What follows belongs to an exercise in optimizing a design on an open flow for small area; a production flow would make more cautious choices.
The RTL was checked by simulation tests, not by an equivalence proof against the original design.
Power is estimated from default activity; no workload was simulated.

==> flow/run.sh <==
#!/bin/bash
# synth_recipe.tcl (not shown) runs the flow's synth.tcl, then flattens the netlist and writes it again
# the make line also repeats each setting of config.mk as NAME=value (left out here)
make -C /OpenROAD-flow-scripts/flow DESIGN_CONFIG=/design/flow/config.mk WORK_HOME=/design/flow/orfs CLKGATE_MAP_FILE= SYNTH_SCRIPT=/design/flow/synth_recipe.tcl finish
==> flow/config.mk <==
export PLATFORM = sky130hd
export DESIGN_NAME = Vending_Machine
export DESIGN_NICKNAME = Vending_Machine
export VERILOG_FILES = /design/flow/design.v
export SDC_FILE = /design/flow/constraint.sdc
export NUM_CORES = 4
export LEC_CHECK = 0
export ABC_AREA = 1
export CAP_MARGIN = 20
export CORE_MARGIN = 2
export CORE_UTILIZATION = 60
export SLEW_MARGIN = 20
==> flow/constraint.sdc <==
create_clock -name core_clock -period 5.0 [get_ports {clock}]
set_input_delay 1.0000 -clock core_clock [delete_from_list [all_inputs] [get_ports {clock}]]
set_output_delay 1.0000 -clock core_clock [all_outputs]
set_load 0.01 [all_outputs]
==> flow/design.v <==
`timescale 1ns / 1ps
module Vending_Machine(
input clock,
input rst,
input clk_pb,
input [1:0] mode,
input [7:0] SW8_15,
input [1:0] flag,
input [2:0] SW567,
output reg [1:0] LED_12,
output reg [1:0] LED_34,
output reg [7:0] LED_8_15,
output reg [2:0] LED_567,
output [3:0] an,
output reg [6:0] seg
    );
reg       bph;
reg [3:0] bcnt;
reg       pressed;                  
wire      press = bph & bcnt[3];    
always @(posedge clock) begin
    if (rst) begin
        bph <= 1'b0;
        bcnt <= 4'd8;
    end else if (clk_pb) begin
        if (bph ? bcnt[3] : ~bcnt[3]) begin
            bph <= 1'b0;
            bcnt <= 4'd0;
        end else begin
            bph <= 1'b1;
            bcnt <= bph ? bcnt + 4'd1 : 4'd1;
        end
    end else begin
        bph <= 1'b0;
        bcnt <= bph ? 4'd1 : (bcnt[3] ? 4'd8 : bcnt + 4'd1);
    end
end
always @(posedge clock)
    pressed <= ~rst & press;
reg [6:0] price [0:7];
reg [4:0] inv   [0:7];
reg [6:0] Balance;
reg [6:0] return_change;
reg [2:0] prev_sel;                 
reg [3:0] stock;                    
function [6:0] def_price(input [2:0] i);
    case (i)
    3'd0: def_price = 7'd10;
    3'd1: def_price = 7'd10;
    3'd2: def_price = 7'd25;
    3'd3: def_price = 7'd40;
    3'd4: def_price = 7'd50;
    3'd5: def_price = 7'd75;
    3'd6: def_price = 7'd90;
    default: def_price = 7'd100;
    endcase
endfunction
function [4:0] def_inv(input [2:0] i);
    case (i)
    3'd0: def_inv = 5'd3;
    3'd1: def_inv = 5'd2;
    3'd2: def_inv = 5'd2;
    3'd3: def_inv = 5'd1;
    3'd4: def_inv = 5'd4;
    3'd5: def_inv = 5'd3;
    3'd6: def_inv = 5'd5;
    default: def_inv = 5'd2;
    endcase
endfunction
wire [6:0] cur_price = price[prev_sel];
wire [4:0] cur_inv   = inv[SW567];
always @(posedge clock) begin
    prev_sel <= SW567;
    stock <= cur_inv[3:0];
end
wire m_coin  = press & (mode == 2'b00);
wire m_buy   = press & (mode == 2'b01);
wire m_chg   = press & (mode == 2'b10);
wire m_maint = press & (mode == 2'b11);
wire m_init  = m_maint & (flag == 2'b00);
wire m_price = m_maint & (flag == 2'b10);
wire m_stock = m_maint & (flag == 2'b01);
wire [6:0] coins = (SW567[0] ? 7'd5 : 7'd0) + (SW567[1] ? 7'd10 : 7'd0) + (SW567[2] ? 7'd25 : 7'd0);
wire [7:0] bsum  = Balance + coins;
wire [7:0] bdiff = {1'b0, Balance} - {1'b0, cur_price};
wire can_buy = ~bdiff[7] & (stock != 4'd0);
wire buy = m_buy & can_buy;
wire [6:0] new_price = (SW8_15[6:0] >= 7'd100) ? 7'd100 : SW8_15[6:0];
wire [4:0] new_inv = (mode[0] & ~mode[1]) ? cur_inv - 5'd1 :
                     (cur_inv >= 5'd15) ? 5'd15 : cur_inv + {1'b0, SW8_15[7:4]};
always @(posedge clock) begin
    if (rst | m_chg | m_init)
        Balance <= 7'd0;
    else if (m_coin)
        Balance <= (bsum > 8'd100) ? 7'd100 : bsum[6:0];
    else if (buy)
        Balance <= bdiff[6:0];
end
always @(posedge clock) begin
    if (rst)
        return_change <= 7'd0;
    else if (m_chg)
        return_change <= Balance;
end
integer k;
always @(posedge clock) begin
    for (k = 0; k < 8; k = k + 1) begin
        if (rst | m_init) begin
            price[k] <= def_price(k);
            inv[k] <= def_inv(k);
        end else begin
            if (m_price && SW567 == k)
                price[k] <= new_price;
            if ((buy | m_stock) && SW567 == k)
                inv[k] <= new_inv;
        end
    end
end
always @(posedge clock) begin
    if (rst) begin
        LED_12 <= 2'd0;
        LED_34 <= 2'd0;
        LED_8_15 <= 8'd0;
        LED_567 <= 3'd0;
    end else if (pressed) begin
        LED_12 <= mode;
        if (mode == 2'b11) begin
            LED_34 <= flag;
            LED_567 <= (flag == 2'b00) ? 3'b000 : SW567;
            LED_8_15 <= (flag == 2'b01) ? {SW8_15[7:4], stock} :
                        (flag == 2'b10) ? {1'b0, SW8_15[6:0]} : 8'd0;
        end else begin
            LED_34 <= (SW567 == 3'b000) ? 2'b10 : (stock == 4'd0) ? 2'b11 : 2'b00;
            LED_567 <= mode[1] ? 3'b000 : SW567;
            LED_8_15 <= {1'b0, Balance};
        end
    end
end
reg [13:0] segclk;
reg [1:0]  an_r;
assign an = {2'b11, an_r};
wire [3:0] tens  = return_change / 7'd10;
wire [3:0] units = return_change % 7'd10;
wire [3:0] digit = an_r[0] ? units : tens;
reg  [6:0] dseg;
always @(*) begin
    case (digit)
    4'd0: dseg = 7'b0000001;
    4'd1: dseg = 7'b1001111;
    4'd2: dseg = 7'b0010010;
    4'd3: dseg = 7'b0000110;
    4'd4: dseg = 7'b1001100;
    4'd5: dseg = 7'b0100100;
    4'd6: dseg = 7'b0100000;
    4'd7: dseg = 7'b0001111;
    4'd8: dseg = 7'b0000000;
    4'd9: dseg = 7'b0001100;
    default: dseg = 7'b0001000;
    endcase
end
always @(posedge clock) begin
    if (rst)
        segclk <= 14'd0;
    else
        segclk <= segclk + 14'd1;
end
always @(posedge clock) begin
    if (rst) begin
        an_r <= 2'b11;
        seg <= 7'b1111111;
    end else if (segclk == 14'h0FFF) begin
        an_r <= {an_r[0], ~an_r[0]};
        seg <= dseg;
    end
end
endmodule
==> impl_metrics.csv <==
group,metric,value,unit
run_status,status,"timing/DRC/antenna clean",
worst_setup_path,cp_max_fo,8,
sta,final-max-slew-violation-count,0,
place,place_congestion,0.922,
yosys,avgSynthCellArea,7.40,um^2
pwr,sequentialPowerShare,44.7,%
worst_setup_path,r2r_cells,19,
yosys,yosys.area.top_type_share,40.7,%
die,fp-row-count,41,
yosys,synth_commonest_cells,"nand2_1 (171), dfxtp_1 (161), inv_1 (124)",
yosys,synthArstFlopShare,0,%
worst_setup_path,start_kind,"register",
worst_setup_path,endpoint,"inv[5][3]",
worst_setup_path,worstSetupStartpoint,"prev_sel[0]",
sta,setup_slack,0.968,ns
die,core,12800,um^2
sta,hold_viol_final,0,
sta,min_period,4.03,ns
global_routing,grt-ovfl-total,0,
sta,fin_setup_tns,0,ns
detailed_routing,antenna_left,0,
pwr,p_int,2.19,mW
die,die_h,119,um
yosys,synth_cells,1070,
final_layout,drive_above_1_share,7.90,%
worst_setup_path,worstSetupPathType,"reg2reg",
worst_setup_path,r2r-end,"inv[5][3]",
detailed_routing,dr.pass1.iters,5,
detailed_routing,drt_iter0_drc,565,
worst_setup_path,required,5.29,ns
yosys,synth_cell_types,48,
pwr,p_per_area,323,nW/um^2
place,dpl.cell_count,1269,
final_layout,fin_cells,1299,
sta,slew_headroom,38.3,%
yosys,ys_warn_count,3,
worst_setup_path,worst_ep_arrival_time,4.32,ns
clocking,cts.sinks,161,
worst_setup_path,endpoint_kind,"register",
yosys,post-synth-top-count-cell,"nand2_1",
yosys,yosys.area.top_type,"dfxtp_1",
final_layout,nets,1169,
final_layout,fin_area,9100,um^2
final_layout,synthToLayoutAreaGrowth,14.8,%
global_routing,grt_pass1_wl,34.0,mm
clocking,clock_path_buffers,2,
sta,worst_hold_slack,0.446,ns
detailed_routing,wirelength,20.0,mm
sta,clock-skew-final,0.00658,ns
min_path,hp-class,"reg2reg",
sta,fin_crit_sh,80.6,%
global_routing,grt_pass1_vias,6990,
worst_setup_path,regToRegSetupSlack,0.97,ns
place,dpl.hpwl,14.4,mm
die,die_w,119,um
place,placed_area,8520,um^2
yosys,synth-seq-cells,161,
yosys,synth_edf_count,0,
clocking,root_buffer,"clkbuf_16",
worst_setup_path,r2r_start,"prev_sel[0]",
detailed_routing,vias_per_cell,5.69,
pwr,swShare,25.6,%
global_routing,track_usage,29.8,%
clocking,clk_pin_slew,0.06,ns
detailed_routing,drcViolationCount,0,
final_layout,utilization,71.2,%
clocking,cts_resized,0,
clocking,cts_tree,"built",
pwr,peakVddDrop,0.214,mV
clocking,post_cts_buffers,0,
place,io_buffers,41,
pwr,combinationalPowerShare,11.6,%
sta,setup_viol,0,
sta,fmax,248,MHz
clocking,clk-insertion-delay-late,0.43,ns
sta,rsz0062_at_grt,"false",
yosys,ys.flop_type,"dfxtp_1",
place,place_ws,0.829,ns
run,max_cap_viol_count,0,
yosys,syn_area,7920,um^2
pwr,p_clk_share,43.7,%
detailed_routing,via_count,7388,
pwr,p_leak,3.92,nW
die,initial_utilization,62.0,%
global_routing,grt_max_degree,41,
global_routing,antenna_found_initial,0,
sta,tightestPinTransition,0.918,ns
die,num_io_pins,44,
yosys,synthTopCellsByArea,"dfxtp_1 (41%), nand2_1 (8.1%), a21oi_1 (7.6%), o21ai_0 (7.6%), inv_1 (5.9%)",
pwr,p_total,2.94,mW
die,die_area,14100,um^2
clocking,numCtsBuffers,17,
clocking,htree_levels,4,
detailed_routing,wl_per_cell,15.4,um
pwr,switchingPower,0.755,mW
final_layout,antenna_cells,0,
yosys,yosysSeqAreaShare,40.7,%
clocking,hold_buffers,0,
[worst min path at each step]
stage	from	endpoint	slack [ns]	depth (start not counted)
floorplan	segclk[0]	segclk[0]	0.42	1
global placement	segclk[0]	segclk[0]	0.43	1
detailed placement	segclk[0]	segclk[0]	0.44	1
CTS	price[3][4]	price[3][4]	0.45	2
global route	segclk[0]	segclk[0]	0.47	1
finish	segclk[0]	segclk[0]	0.45	1
[cells by family (layout without fill, tap and decap cells)]
family          Yosys count  in the layout  synth area share, %
other cells               1              2               0.0473
xor+xnor                 12             12                 1.33
buf+inv                 165            221                 7.91
simple gates            369            369                 20.5
flops                   161            161                 40.7
fa+ha+maj                35             35                 6.00
compound gates          327            327                 23.5
[critical path, stage by stage (launching register included)]
cell      delay (ns)
dfxtp_1         0.42
inv_1           0.10
nor3_1          0.62
a221oi_1        0.29
nand3_1         0.15
o21ai_0         0.18
ha_1            0.32
nand3_1         0.08
nand2_1         0.07
nand2_1         0.08
nand2_1         0.05
a21oi_1         0.21
o21ai_0         0.12
a21o_1          0.20
nand4_1         0.10
nand2_1         0.24
nand2_1         0.32
inv_1           0.13
o21ai_0         0.17
a21oi_1         0.05
[routing by layer]
metal | vias up | routed length (um) | track usage (%) | part of all wire (%)
met5 | - | 0 | 0 | 0
met4 | 0 | 418 | 11.2 | 2.1
met3 | 36 | 1130 | 4.07 | 5.6
met2 | 255 | 9330 | 48.1 | 47
met1 | 3382 | 9170 | 40.6 | 46
li1 | 3715 | - | - | -
[layout make-up]
type / instances / area, um^2
clock inverters: 8 / 105
repair buffers: 49 / 470
flip-flops and latches: 161 / 3220
clock buffers: 22 / 474
inverters: 142 / 533
fillers: 1086 / 3680
well taps: 172 / 215
multi-input cells: 745 / 4080
[sequential cells by signal (all words and copies together), names as in the netlist]
| register | flops |
|---|---|
| LED_12 | 2 |
| an_r | 2 |
| prev_sel | 3 |
| seg | 7 |
| stock | 4 |
| pressed | 1 |
| LED_8_15 | 8 |
| return_change | 7 |
| segclk | 14 |
| Balance | 7 |
| LED_34 | 2 |
| price | 56 |
| LED_567 | 3 |
| bcnt | 4 |
| bph | 1 |
| inv | 40 |
[power by group through the flow]
stage | sequential, mW | clock (mW) | combinational [mW]
after floorplan | 1.34 | 0 | 0.233
after global placement | 1.34 | 0 | 0.331
after detailed placement | 1.34 | 0 | 0.334
after CTS | 1.32 | 1.30 | 0.337
after global routing | 1.32 | 1.35 | 0.381
final | 1.32 | 1.29 | 0.341
[placed cells by master, fill, tap and decap left out, types with 4 or more instances in the layout]
cell type / count
a21oi_1: 120
a221oi_1: 5
a22oi_1: 14
a31oi_1: 6
buf_4: 8
clkbuf_16: 17
clkdlybuf4s50_1: 41
dfxtp_1: 161
fa_1: 5
ha_1: 30
inv_1: 124
inv_2: 15
nand2_1: 171
nand2_2: 11
nand2_4: 4
nand3_1: 51
nand3_2: 6
nand4_1: 10
nor2_1: 98
nor3_1: 9
o211ai_1: 18
o21ai_0: 120
o21ai_1: 10
o21ai_2: 7
xnor2_1: 4
xor2_1: 8

-- afterwards: timing with drivers on the ports --
No port has a modelled driver above. Below, the same layout with a new extraction and two added sets of constraints. Step 1 (the two cells are an assumption about what drives the block):
set clk [get_ports {clock}]
set_driving_cell -lib_cell sky130_fd_sc_hd__clkbuf_16 $clk
set_driving_cell -lib_cell sky130_fd_sc_hd__buf_2 [delete_from_list [all_inputs] $clk]
Step 2 also shifts input and output timing later by t, the mid clock arrival at the registers, as if the neighbouring blocks saw the same clock. a / b / c = ideal ports / drivers / drivers and shift; a / b = the first two.
t, ns: 0.466
setup slack, ns: 0.968 / 0.968 / 0.692
latest minus earliest clock arrival (ns): 0.006 / 0.006
worst data-port slew with drivers (ns): 0.08
pins driven straight from the clock port: 1
After both steps setup and hold are still met in this run. The setup slack of this run moves by 0.000 ns with the drivers and by -0.276 ns with both steps.
